Background: an optimization exercise with open tools, aiming at small area. Do not read the settings as production practice.
The RTL was checked by simulation tests, not by an equivalence proof against the original design.
Power and IR drop assume default switching activity.

===== flow/run.sh =====
#!/bin/bash
# synth_recipe.tcl (not shown) runs the flow's synth.tcl, then flattens the netlist and writes it again
# the make line also repeats each setting of config.mk as NAME=value (left out here)
make -C /OpenROAD-flow-scripts/flow DESIGN_CONFIG=/design/flow/config.mk WORK_HOME=/design/flow/orfs CLKGATE_MAP_FILE= SYNTH_SCRIPT=/design/flow/synth_recipe.tcl finish

===== flow/config.mk =====
export PLATFORM = sky130hd
export DESIGN_NAME = classifier_top
export DESIGN_NICKNAME = classifier_top
export VERILOG_FILES = /design/flow/design.v
export SDC_FILE = /design/flow/constraint.sdc
export NUM_CORES = 4
export LEC_CHECK = 0
export CAP_MARGIN = 20
export CORE_MARGIN = 2
export CORE_UTILIZATION = 40
export SLEW_MARGIN = 20

===== flow/constraint.sdc =====
create_clock -name core_clock -period 6.5 [get_ports {clk}]
set_input_delay 1.3000 -clock core_clock [delete_from_list [all_inputs] [get_ports {clk}]]
set_output_delay 1.3000 -clock core_clock [all_outputs]
set_load 0.01 [all_outputs]

===== flow/design.v =====
module mul_int4_int8_to_int12 (
    input  wire signed [3:0]  a,    
    input  wire signed [7:0]  b,    
    output wire signed [11:0] y     
);
    assign y = a * b;
endmodule
module add_int12_int20_to_int20 (
    input  wire signed [11:0] in12,  
    input  wire signed [19:0] in20,   
    output wire signed [19:0] out20   
);
    wire signed [19:0] in12_ext;
    assign in12_ext = {{8{in12[11]}}, in12};
    assign out20 = in20 + in12_ext;
endmodule
module cmp_gt_int20 (
    input  wire signed [19:0] a,
    input  wire signed [19:0] b,
    output wire               gt
);
    assign gt = (a > b);
endmodule
module reg_int20_clr_load (
    input  wire               clk,
    input  wire               rst_n,    
    input  wire               clr,      
    input  wire               load,     
    input  wire signed [19:0] d,
    output reg  signed [19:0] q
);
    always @(posedge clk or negedge rst_n) begin
        if (!rst_n)
            q <= '0;
        else if (clr)
            q <= '0;
        else if (load)
            q <= d;
    end
endmodule
module reg_intN_clr_load #(
    parameter N = 3
)(
    input  wire           clk,
    input  wire           rst_n,
    input  wire           clr,
    input  wire           load,
    input  wire [N-1:0]   d,
    output reg  [N-1:0]   q
);
    always @(posedge clk or negedge rst_n) begin
        if (!rst_n) q <= '0;
        else if (clr) q <= '0;
        else if (load) q <= d;
    end
endmodule
`timescale 1ns/1ps
module classifier_mac_argmax_modular #(
    parameter int CLASS_BITS = 3
)(
    input  wire               clk,
    input  wire               rst_n,
    input  wire signed [3:0]  x_int4,
    input  wire signed [7:0]  w_int8,
    input  wire               new_feat,    
    input  wire               new_class,   
    input  wire [CLASS_BITS-1:0] class_id,
    output wire signed [19:0] acc20,
    output wire signed [19:0] max_score,
    output wire [CLASS_BITS-1:0] max_class
);
    wire signed [11:0] prod12;
    wire signed [19:0] acc_fb;
    wire signed [19:0] sum20;
    wire signed [19:0] max_score_q;
    wire               gt;
    wire               update_max;
    mul_int4_int8_to_int12 u_mul (
        .a (x_int4),
        .b (w_int8),
        .y (prod12)
    );
    add_int12_int20_to_int20 u_add (
        .in12 (prod12),
        .in20 (acc_fb),
        .out20(sum20)
    );
    reg_int20_clr_load u_acc (
        .clk  (clk),
        .rst_n(rst_n),
        .clr  (new_class),   
        .load (new_feat & ~new_class),
        .d    (sum20),
        .q    (acc_fb)
    );
    assign acc20 = acc_fb;
    cmp_gt_int20 u_cmp (
        .a  (acc_fb),
        .b  (max_score_q),
        .gt (gt)
    );
    assign update_max = new_class & gt;
    reg_int20_clr_load u_max_score (
        .clk  (clk),
        .rst_n(rst_n),
        .clr  (1'b0),         
        .load (update_max),
        .d    (acc_fb),
        .q    (max_score_q)
    );
    assign max_score = max_score_q;
    reg_intN_clr_load #(
        .N(CLASS_BITS)
    ) u_max_class (
        .clk  (clk),
        .rst_n(rst_n),
        .clr  (1'b0),          
        .load (update_max),
        .d    (class_id),
        .q    (max_class)
    );
endmodule
`timescale 1ns/1ps
module classifier_top (
  input  wire clk,
  input  wire rst_n,
  input  wire signed [3:0]  x_int4,
  input  wire signed [7:0]  w_int8,
  input  wire new_feat,
  input  wire new_class,
  input  wire [2:0] class_id,
  output wire signed [19:0] acc20,
  output wire signed [19:0] max_score,
  output wire [2:0] max_class
);
  classifier_mac_argmax_modular #(.CLASS_BITS(3)) u (
    .clk      (clk),
    .rst_n    (rst_n),
    .x_int4   (x_int4),
    .w_int8   (w_int8),
    .new_feat (new_feat),
    .new_class(new_class),
    .class_id (class_id),
    .acc20    (acc20),
    .max_score(max_score),
    .max_class(max_class)
  );
endmodule

==> impl_metrics.json <==
{
  "status": "no timing/DRC/antenna violations",
  "hold_class": "reg -> reg",
  "grt_pass1_wl_um": 24500,
  "synth_top_area_frac": 0.191,
  "cts_hold_buf": 0,
  "rr_worst_depth": 12,
  "cts_resized": 0,
  "start_kind": "primary input",
  "dp_hpwl_um": 10900,
  "synthXorXnorAreaFrac": 0.0202,
  "cts_root_buffer": "clkbuf_16",
  "pwr-share-seq": 0.175,
  "fin_nets": 839,
  "drive_gt1_frac": 0.0348,
  "die_w_um": 123,
  "arrival_ns": 5.84,
  "maxCapViolCount": 0,
  "io-pin-count": 62,
  "gp_congestion": 0.820,
  "crit_type": "in -> reg",
  "die_h_um": 123,
  "drcViolationCount": 0,
  "syn-num-nets": 800,
  "hold_end": "u.u_max_class.q[0]$_DFFE_PN0P_",
  "synth_adder_area_share": 0.284,
  "core_mm2": 0.0138,
  "r2r-start": "u.u_acc.q[3]$_DFFE_PN0P_",
  "routed_wl_um": 14700,
  "fin_crit_sh": 0.873,
  "synthArstFlopShare": 1.00,
  "power.net_switching_w": 0.00168,
  "drt_iter0_markers": 522,
  "rrSetupSlack_ns": 2.09,
  "final-setup-viol-count": 0,
  "synth_top_cell_by_area": "dfrtp_1",
  "clk_latency_ns": 0.29,
  "holdPathStages": 2,
  "antenna_left": 0,
  "synth.area.mux_share": 0.0253,
  "grt.total_usage": 0.202,
  "pwr-share-clk": 0.077,
  "first_global_vias": 4908,
  "nFillCells": 1329,
  "initial_core_util": 0.408,
  "area_growth_pct": 15.6,
  "clock_sink_count": 43,
  "clockBufferDepth": 2,
  "hp-start": "u.u_max_class.q[0]$_DFFE_PN0P_",
  "p_leak_nw": 3.08,
  "fmax_mhz": 176,
  "critPathMaxFanout": 9,
  "postSynthCellCount": 678,
  "htreeDepth": 2,
  "p_int_w": 0.00153,
  "grt_start_max_net_pins": 70,
  "routed_via_density": 5.58,
  "ys.flop_type": "dfrtp_1",
  "synth_area_mm2": 0.00565,
  "fin_skew_ns": 0.00306,
  "fp-row-count": 43,
  "first_pass_iters": 5,
  "synth_area_leaders": "dfrtp_1 19%, fa_1 15%, ha_1 14%, inv_1 7.2%, nand2_1 5.7%",
  "syn_area_per_cell_um2": 8.33,
  "met2_length_um": 7080,
  "synth-edff-count": 0,
  "critPathCaptureType": "flop",
  "routed-wl-met3_um": 582,
  "slew_violations": 0,
  "ys_types": 58,
  "power-per-cell-area_mw_per_mm2": 493,
  "wl_per_cell_um": 16.4,
  "yosys.area_share.simple": 0.183,
  "multiInputGateArea_mm2": 0.00400,
  "via_count": 5015,
  "setup_ws_ns": 0.825,
  "dieArea_mm2": 0.0151,
  "period_minus_slack_ns": 5.67,
  "whs_ns": 0.558,
  "rsz0062_at_grt": "false",
  "slew_headroom": 0.290,
  "seq_area_mm2": 0.00108,
  "synth_compound_area_frac": 0.194,
  "tightest_slew_ns": 1.06,
  "synth_top_family_by_area": "adder cells",
  "combPwrFrac": 0.748,
  "yosys_register_bits": 43,
  "post-place-ws_ns": 0.532,
  "yosysSeqAreaShare": 0.191,
  "grt.overflow.total": 0,
  "antenna_found_initial": 0,
  "numPortBuffers": 61,
  "switching_share": 0.524,
  "path_clk_slew_ns": 0.06,
  "antenna_cells": 0,
  "setup_tns_ns": 0,
  "vdd.ir_drop.worst_mv": 0.225,
  "required_ns": 6.67,
  "cts_setup_buffers": 0,
  "yosysWarnings": 2,
  "wl_met1_um": 6980,
  "cts_tree": "yes",
  "numCtsBuffers": 5,
  "topRoutingLayerUsed": "met4",
  "finalHoldViolCount": 0,
  "reg2reg_to": "u.u_acc.q[16]$_DFFE_PN0P_"
}
==> cells in the final DEF (no fill, tap or decap), types with 2 or more instances in the layout <==
| cell | n |
|---|---|
| nor3_1 | 3 |
| dfrtp_1 | 43 |
| o21ai_1 | 2 |
| nand3b_1 | 3 |
| nand4_1 | 5 |
| clkbuf_16 | 5 |
| nor2_1 | 40 |
| nor4_1 | 25 |
| clkdlybuf4s50_1 | 60 |
| inv_1 | 108 |
| o211a_1 | 2 |
| o211ai_1 | 2 |
| nand2_1 | 86 |
| xor2_1 | 3 |
| nor4b_1 | 2 |
| o2111ai_1 | 2 |
| xnor2_1 | 10 |
| or3_1 | 3 |
| and2_1 | 26 |
| nand2b_1 | 4 |
| a21o_1 | 10 |
| a311oi_1 | 26 |
| o21ai_0 | 8 |
| nand3_1 | 4 |
| buf_4 | 8 |
| nor2b_1 | 9 |
| fa_1 | 42 |
| a21oi_1 | 22 |
| a31oi_1 | 26 |
| a211oi_1 | 6 |
| o21a_1 | 4 |
| ha_1 | 60 |
| o21bai_1 | 2 |
| a221oi_1 | 19 |
| mux2i_1 | 12 |
==> worst max path at each step <==
stage,startpoint,endpoint,slack [ns],cells past startpoint
after global placement,x_int4[3],u.u_acc.q[16]$_DFFE_PN0P_,0.56,13
after global routing,x_int4[3],u.u_acc.q[19]$_DFFE_PN0P_,0.55,15
final,x_int4[3],u.u_acc.q[19]$_DFFE_PN0P_,0.83,15
after detailed placement,x_int4[3],u.u_acc.q[16]$_DFFE_PN0P_,0.53,13
after floorplan,w_int8[7],u.u_acc.q[19]$_DFFE_PN0P_,1.14,13
after CTS,x_int4[3],u.u_acc.q[16]$_DFFE_PN0P_,0.83,13
==> cell families (layout without fill, tap and decap cells) <==
family,count (synthesis),count (layout)
AOI/OAI and AO/OA,145,145
adders and majority gates,103,103
and+or+nand+nor,214,214
muxes,14,14
xor gates and xnor gates,13,13
buffers and inverters,146,186
DFF,43,43
==> synthesized netlist by cell type, drive strengths merged (4+ instances only) <==
cell,count
a21o,10
ha,61
o21ai,10
and2,26
a21oi,22
a211oi,7
nor2,40
nand2b,4
buf,14
nor4,26
mux2i,12
a31oi,26
nor2b,9
o21a,4
inv,108
dfrtp,43
fa,42
clkbuf,23
nand2,86
xnor2,10
a311oi,26
nand3,4
nand4,5
a221oi,20
==> area by class of cell <==
class / instances / share of cell area
Multi-Input combinational cell: 489 / 0.613
Sequential cell: 43 / 0.165
Timing Repair Buffer: 69 / 0.104
Inverter: 109 / 0.0627
Tap cell: 180 / 0.0345
Clock buffer: 6 / 0.0198
Clock inverter: 2 / 0.00192
==> power by group through the flow <==
stage / registers (W) / clock network [W] / logic [W]
after floorplan: 0.000549 / 0 / 0.00169
after global placement: 0.000562 / 0 / 0.00232
after detailed placement: 0.000570 / 0 / 0.00237
after CTS: 0.000566 / 0.000253 / 0.00239
after global routing: 0.000583 / 0.000264 / 0.00271
final: 0.000564 / 0.000247 / 0.00241
==> critical path, cell delays in order <==
cell,delay [ns]
clkdlybuf4s50_1,0.56
mux2_2,0.34
ha_1,0.28
buf_4,0.21
inv_1,0.12
fa_1,0.52
fa_1,0.55
inv_1,0.05
ha_1,0.34
nand2_1,0.12
nor4b_1,0.28
a21boi_1,0.40
o21ba_2,0.22
mux2i_1,0.21
mux2_1,0.34
==> stage by stage <==
step           instances  power, W   util  cell area, um^2
6_report             898   0.00322  0.472             6530
5_1_grt              898   0.00356  0.472             6530
4_1_cts              897   0.00320  0.471             6510
3_5_place_dp         889   0.00294  0.460             6370
3_3_place_gp         889   0.00289  0.460             6370
2_1_floorplan        678   0.00224      -             5650
==> per-layer routing <==
layer  GRT usage  vias up
met3      0.0177        8
met4      0.0395        0
li1            -     2438
met2       0.349      145
met1       0.276     2424
met5           0        -
==> sequential cells by signal, summed over array words and instances (netlist names) <==
name             count
u.u_max_score.q     20
u.u_acc.q           20
u.u_max_class.q      3

==> afterwards: timing with drivers on the ports <==
In the flow no input, the clock included, has a driving cell. The finished layout below was timed again as built, in two steps.
Step 1 sets driving cells, clkbuf_16 on the clock port and buf_2 on the other inputs (assumed; they add their load-dependent delay and slew).
Step 2 also shifts input and output timing later by t, the mid clock arrival at the registers, as if the neighbouring blocks saw the same clock.
Slacks: ideal / step 1 / step 2; pairs: ideal / step 1.
shift t [ns]: 0.322
setup slack, ns: 0.825 / 0.841 / 0.519
worst setup path after step 2: input to register
worst register clock-pin slew, ns: 0.06 / 0.06
cell pins on the clock port's net: 1
After both steps setup and hold are still met in this run. The setup slack of this run moves by +0.016 ns with the drivers and by -0.306 ns with both steps.
